What follows belongs to an exercise in optimizing a design on an open flow for small area; a production flow would make more cautious choices. The RTL was checked by simulation tests, not by an equivalence proof against the original design. Power figures rest on the tool's default switching activity, not on a simulated workload.

Design AluREG, start of the top module:
module AluREG (
   input  wire       cp2,
   input  wire       cp2en,
   input  wire       ireset,
   input  wire [4:0] reg_rd_adr,
   input  wire [4:0] reg_rr_adr,
   input  wire       reg_rd_wr,
   input  wire [7:0] sreg_fl_wr_en,
   input  wire       idc_add,
   input  wire       idc_adc,
   input  wire       idc_adiw,
   input  wire       idc_sub,
   input  wire       idc_subi,
   input  wire       idc_sbc,
   input  wire       idc_sbci,
   input  wire       idc_sbiw,
   input  wire       adiw_st,
   input  wire       sbiw_st,
   input  wire       idc_and,
   input  wire       idc_andi,
   input  wire       idc_or,
   input  wire       idc_ori,
   input  wire       idc_eor,
   input  wire       idc_com,
   input  wire       idc_neg,
   input  wire       idc_inc,
   input  wire       idc_dec,
   input  wire       idc_cp,
   input  wire       idc_cpc,
   input  wire       idc_cpi,
   input  wire       idc_cpse,
   input  wire       idc_lsr,
   input  wire       idc_ror,
   input  wire       idc_asr,
   input  wire       idc_swap,
   input  wire       mc,
   input  wire       mz,
   output wire [7:0] alu_data_out,
   output wire [7:0] sreg_out
);
Size: about 870 cells after synthesis, roughly 300 flip-flops, ~67 I/O pins, ~0.013 mm2 of cells after synthesis.
==> module reg_file, before the edit <==
module reg_file (
   input  wire       cp2,
   input  wire       cp2en,
   input  wire       ireset,
   input  wire [7:0] reg_rd_in,
   input  wire [4:0] reg_rd_adr,
   input  wire       reg_rd_wr,
   output wire [7:0] reg_rd_out,
   input  wire [4:0] reg_rr_adr,
   input  wire       rr_en,
   output wire [7:0] reg_rr_out
);
   reg  [255:0] gprf;
   reg  [31:0]  valid;
   wire [31:0]  we, rd_sel, rr_sel;
   wire [3:0] rd_lo, rd_lo_n, rr_lo;
   wire [7:0] rd_hi, wr_hi_n, rr_hi;
   rf_pre2    rd_pre_lo  (.a(reg_rd_adr[1:0]), .y(rd_lo));
   rf_pre2_n  rd_pre_lon (.a(reg_rd_adr[1:0]), .y_n(rd_lo_n));
   rf_pre3    rd_pre_hi  (.a(reg_rd_adr[4:2]), .y(rd_hi));
   rf_pre3e_n wr_pre_hin (.a(reg_rd_adr[4:2]), .en(cp2en & reg_rd_wr), .y_n(wr_hi_n));
   rf_pre2    rr_pre_lo  (.a(reg_rr_adr[1:0]), .y(rr_lo));
   rf_pre3e   rr_pre_hi  (.a(reg_rr_adr[4:2]), .en(rr_en), .y(rr_hi));
   rf_rd_mux  rd_mux (.data(gprf), .sel(rd_sel), .q(reg_rd_out));
   rf_rd_mux  rr_mux (.data(gprf), .sel(rr_sel), .q(reg_rr_out));
   genvar g;
   generate
      for (g = 0; g < 32; g = g + 1) begin : gpr
         rf_nor2 we_g (.a(rd_lo_n[g % 4]), .b(wr_hi_n[g / 4]), .y(we[g]));
         rf_and3 rd_g (.a(rd_lo[g % 4]), .b(rd_hi[g / 4]), .c(valid[g]), .y(rd_sel[g]));
         rf_and3 rr_g (.a(rr_lo[g % 4]), .b(rr_hi[g / 4]), .c(valid[g]), .y(rr_sel[g]));
         always @(posedge cp2 or negedge ireset)
            if (!ireset)
               valid[g] <= 1'b0;
            else if (we[g])
               valid[g] <= 1'b1;
         always @(posedge cp2)
            if (we[g])
               gprf[g*8 +: 8] <= reg_rd_in;
      end
   endgenerate
endmodule  
==> module rf_pre2_n, before the edit <==
module rf_pre2_n (input wire [1:0] a, output wire [3:0] y_n);
   assign y_n = ~{a[1] & a[0], a[1] & ~a[0], ~a[1] & a[0], ~a[1] & ~a[0]};
endmodule
==> module rf_pre3e_n, before the edit <==
module rf_pre3e_n (input wire [2:0] a, input wire en, output wire [7:0] y_n);
   genvar k;
   generate
      for (k = 0; k < 8; k = k + 1) begin : d
         assign y_n[k] = ~(en & (a == k));
      end
   endgenerate
endmodule
==> module rf_nor2, before the edit <==
module rf_nor2 (input wire a, b, output wire y);
   assign y = ~(a | b);
endmodule
Settings: LEC_CHECK=0, CAP_MARGIN=20, CORE_MARGIN=2, CORE_UTILIZATION=50, CTS_BUF_LIST=sky130_fd_sc_hd__clkbuf_16, CTS_CLUSTER_DIAMETER=80, CTS_CLUSTER_SIZE=20, SETUP_SLACK_MARGIN=0.1, SLEW_MARGIN=20, SYNTH_HIERARCHICAL=1; clock period 7.2 ns.
standard.sh (not shown) runs the stock make flow with config.mk's settings and CLKGATE_MAP_FILE= SYNTH_SCRIPT=/design/flow/synth_recipe.tcl, a recipe that flattens the netlist after the stock synthesis.
==> flow/flow/run.sh <==
#!/bin/bash
# Standard ORFS layout (standard.sh) with two changes:
#  - ports are buffered with buf_2 instead of the default delay-cell buffer;
#  - clock tree synthesis without dummy loads.
# make's full output goes to run_make.log in the work folder; ORFS writes each
# step's log under orfs/logs/.
set -euo pipefail
bash standard.sh \
  "BUFFER_PORTS_ARGS=-buffer_cell sky130_fd_sc_hd__buf_2" \
  "CTS_ARGS=-sink_clustering_enable -repair_clock_nets -dont_use_dummy_load -sink_clustering_size 20 -sink_clustering_max_diameter 80 -buf_list sky130_fd_sc_hd__clkbuf_16" \
  finish > run_make.log 2>&1
The starting point ran to the end with no violations.
Next try:
--- a/flow/design.v
+++ b/flow/design.v
@@ -122,19 +122,20 @@
    reg  [255:0] gprf;
    reg  [31:0]  valid;
-   wire [31:0]  we, rd_sel, rr_sel;
-   wire [3:0] rd_lo, rd_lo_n, rr_lo;
-   wire [7:0] rd_hi, wr_hi_n, rr_hi;
+   wire [31:0]  we_n, rd_sel, rr_sel;
+   wire [3:0] rd_lo, rr_lo;
+   wire [7:0] rd_hi, wr_hi, rr_hi;
    rf_pre2    rd_pre_lo  (.a(reg_rd_adr[1:0]), .y(rd_lo));
-   rf_pre2_n  rd_pre_lon (.a(reg_rd_adr[1:0]), .y_n(rd_lo_n));
    rf_pre3    rd_pre_hi  (.a(reg_rd_adr[4:2]), .y(rd_hi));
-   rf_pre3e_n wr_pre_hin (.a(reg_rd_adr[4:2]), .en(cp2en & reg_rd_wr), .y_n(wr_hi_n));
+   rf_pre3e   wr_pre_hi  (.a(reg_rd_adr[4:2]), .en(cp2en & reg_rd_wr), .y(wr_hi));
    rf_pre2    rr_pre_lo  (.a(reg_rr_adr[1:0]), .y(rr_lo));
    rf_pre3e   rr_pre_hi  (.a(reg_rr_adr[4:2]), .en(rr_en), .y(rr_hi));
    rf_rd_mux  rd_mux (.data(gprf), .sel(rd_sel), .q(reg_rd_out));
    rf_rd_mux  rr_mux (.data(gprf), .sel(rr_sel), .q(reg_rr_out));
-   genvar g;
+   wire [255:0] gprf_d;
+   wire [7:0]   din_n = ~reg_rd_in;
+   genvar g, b;
    generate
       for (g = 0; g < 32; g = g + 1) begin : gpr
-         rf_nor2 we_g (.a(rd_lo_n[g % 4]), .b(wr_hi_n[g / 4]), .y(we[g]));
+         rf_nand2 we_g (.a(rd_lo[g % 4]), .b(wr_hi[g / 4]), .y(we_n[g]));
          rf_and3 rd_g (.a(rd_lo[g % 4]), .b(rd_hi[g / 4]), .c(valid[g]), .y(rd_sel[g]));
          rf_and3 rr_g (.a(rr_lo[g % 4]), .b(rr_hi[g / 4]), .c(valid[g]), .y(rr_sel[g]));
@@ -142,9 +143,13 @@
             if (!ireset)
                valid[g] <= 1'b0;
-            else if (we[g])
+            else if (!we_n[g])
                valid[g] <= 1'b1;
+         for (b = 0; b < 8; b = b + 1) begin : bit_
+            wire hold_n;
+            rf_nand2 h_g (.a(gprf[g*8+b]), .b(we_n[g]), .y(hold_n));
+            rf_o21ai d_g (.a1(we_n[g]), .a2(din_n[b]), .b1(hold_n), .y(gprf_d[g*8+b]));
+         end
          always @(posedge cp2)
-            if (we[g])
-               gprf[g*8 +: 8] <= reg_rd_in;
+            gprf[g*8 +: 8] <= gprf_d[g*8 +: 8];
       end
    endgenerate
@@ -153,7 +158,4 @@
    assign y = {a[1] & a[0], a[1] & ~a[0], ~a[1] & a[0], ~a[1] & ~a[0]};
 endmodule
-module rf_pre2_n (input wire [1:0] a, output wire [3:0] y_n);
-   assign y_n = ~{a[1] & a[0], a[1] & ~a[0], ~a[1] & a[0], ~a[1] & ~a[0]};
-endmodule
 module rf_pre3 (input wire [2:0] a, output wire [7:0] y);
    genvar k;
@@ -172,12 +174,4 @@
    endgenerate
 endmodule
-module rf_pre3e_n (input wire [2:0] a, input wire en, output wire [7:0] y_n);
-   genvar k;
-   generate
-      for (k = 0; k < 8; k = k + 1) begin : d
-         assign y_n[k] = ~(en & (a == k));
-      end
-   endgenerate
-endmodule
 module rf_rd_mux (
    input  wire [255:0] data,
@@ -221,6 +215,9 @@
    assign y = a & b & c;
 endmodule
-module rf_nor2 (input wire a, b, output wire y);
-   assign y = ~(a | b);
+module rf_o21ai (input wire a1, a2, b1, output wire y);
+   assign y = ~((a1 | a2) & b1);
+endmodule
+module rf_nand2 (input wire a, b, output wire y);
+   assign y = ~(a & b);
 endmodule
 `timescale 1 ns / 1 ns
=> The changed run produced a clean layout. Worst hold slack got worse by 0.0055 ns. Register-to-register slack improved by 0.23 ns. Setup slack improved by 0.085 ns. Via count climbs by 21%. Count of clock-buffer cells in the layout stays the same. Final area drops by 2.6%. Power climbs by 17%. Critical path depth drops by 1. Cell count climbs by 38%. Routed wire length climbs by 2.5%. Die area drops by 2.2%.

## what the ideal ports hide
How much do the figures lean on ideal ports? The routed layouts below were timed once more, with nothing changed but the port constraints.
Step 1: set_driving_cell puts a clkbuf_16 on cp2 and a buf_2 on each other input, an assumption about the parent block.
Step 2 moves the port delays by t, midway between the first and last clock arrival at a register: inputs arrive t later, outputs are due t later. That takes back most of the time a late clock gives input paths.
Slacks: no drivers / after step 1 / after step 2; pairs: no drivers / after step 1.
| run | t, ns | setup slack, ns | hold WS [ns] |
|---|---|---|---|
| the first run | 0.564 | 0.132 / 0.109 / 0.109 | 0.481 / 0.481 / 0.481 |
| the second run | 0.560 | 0.218 / 0.198 / 0.198 | 0.475 / 0.475 / 0.475 |
After both steps setup and hold are still met in every run listed. For the first run, which loses most, drivers alone change the setup slack by -0.023 ns; drivers and shift together by -0.023 ns.
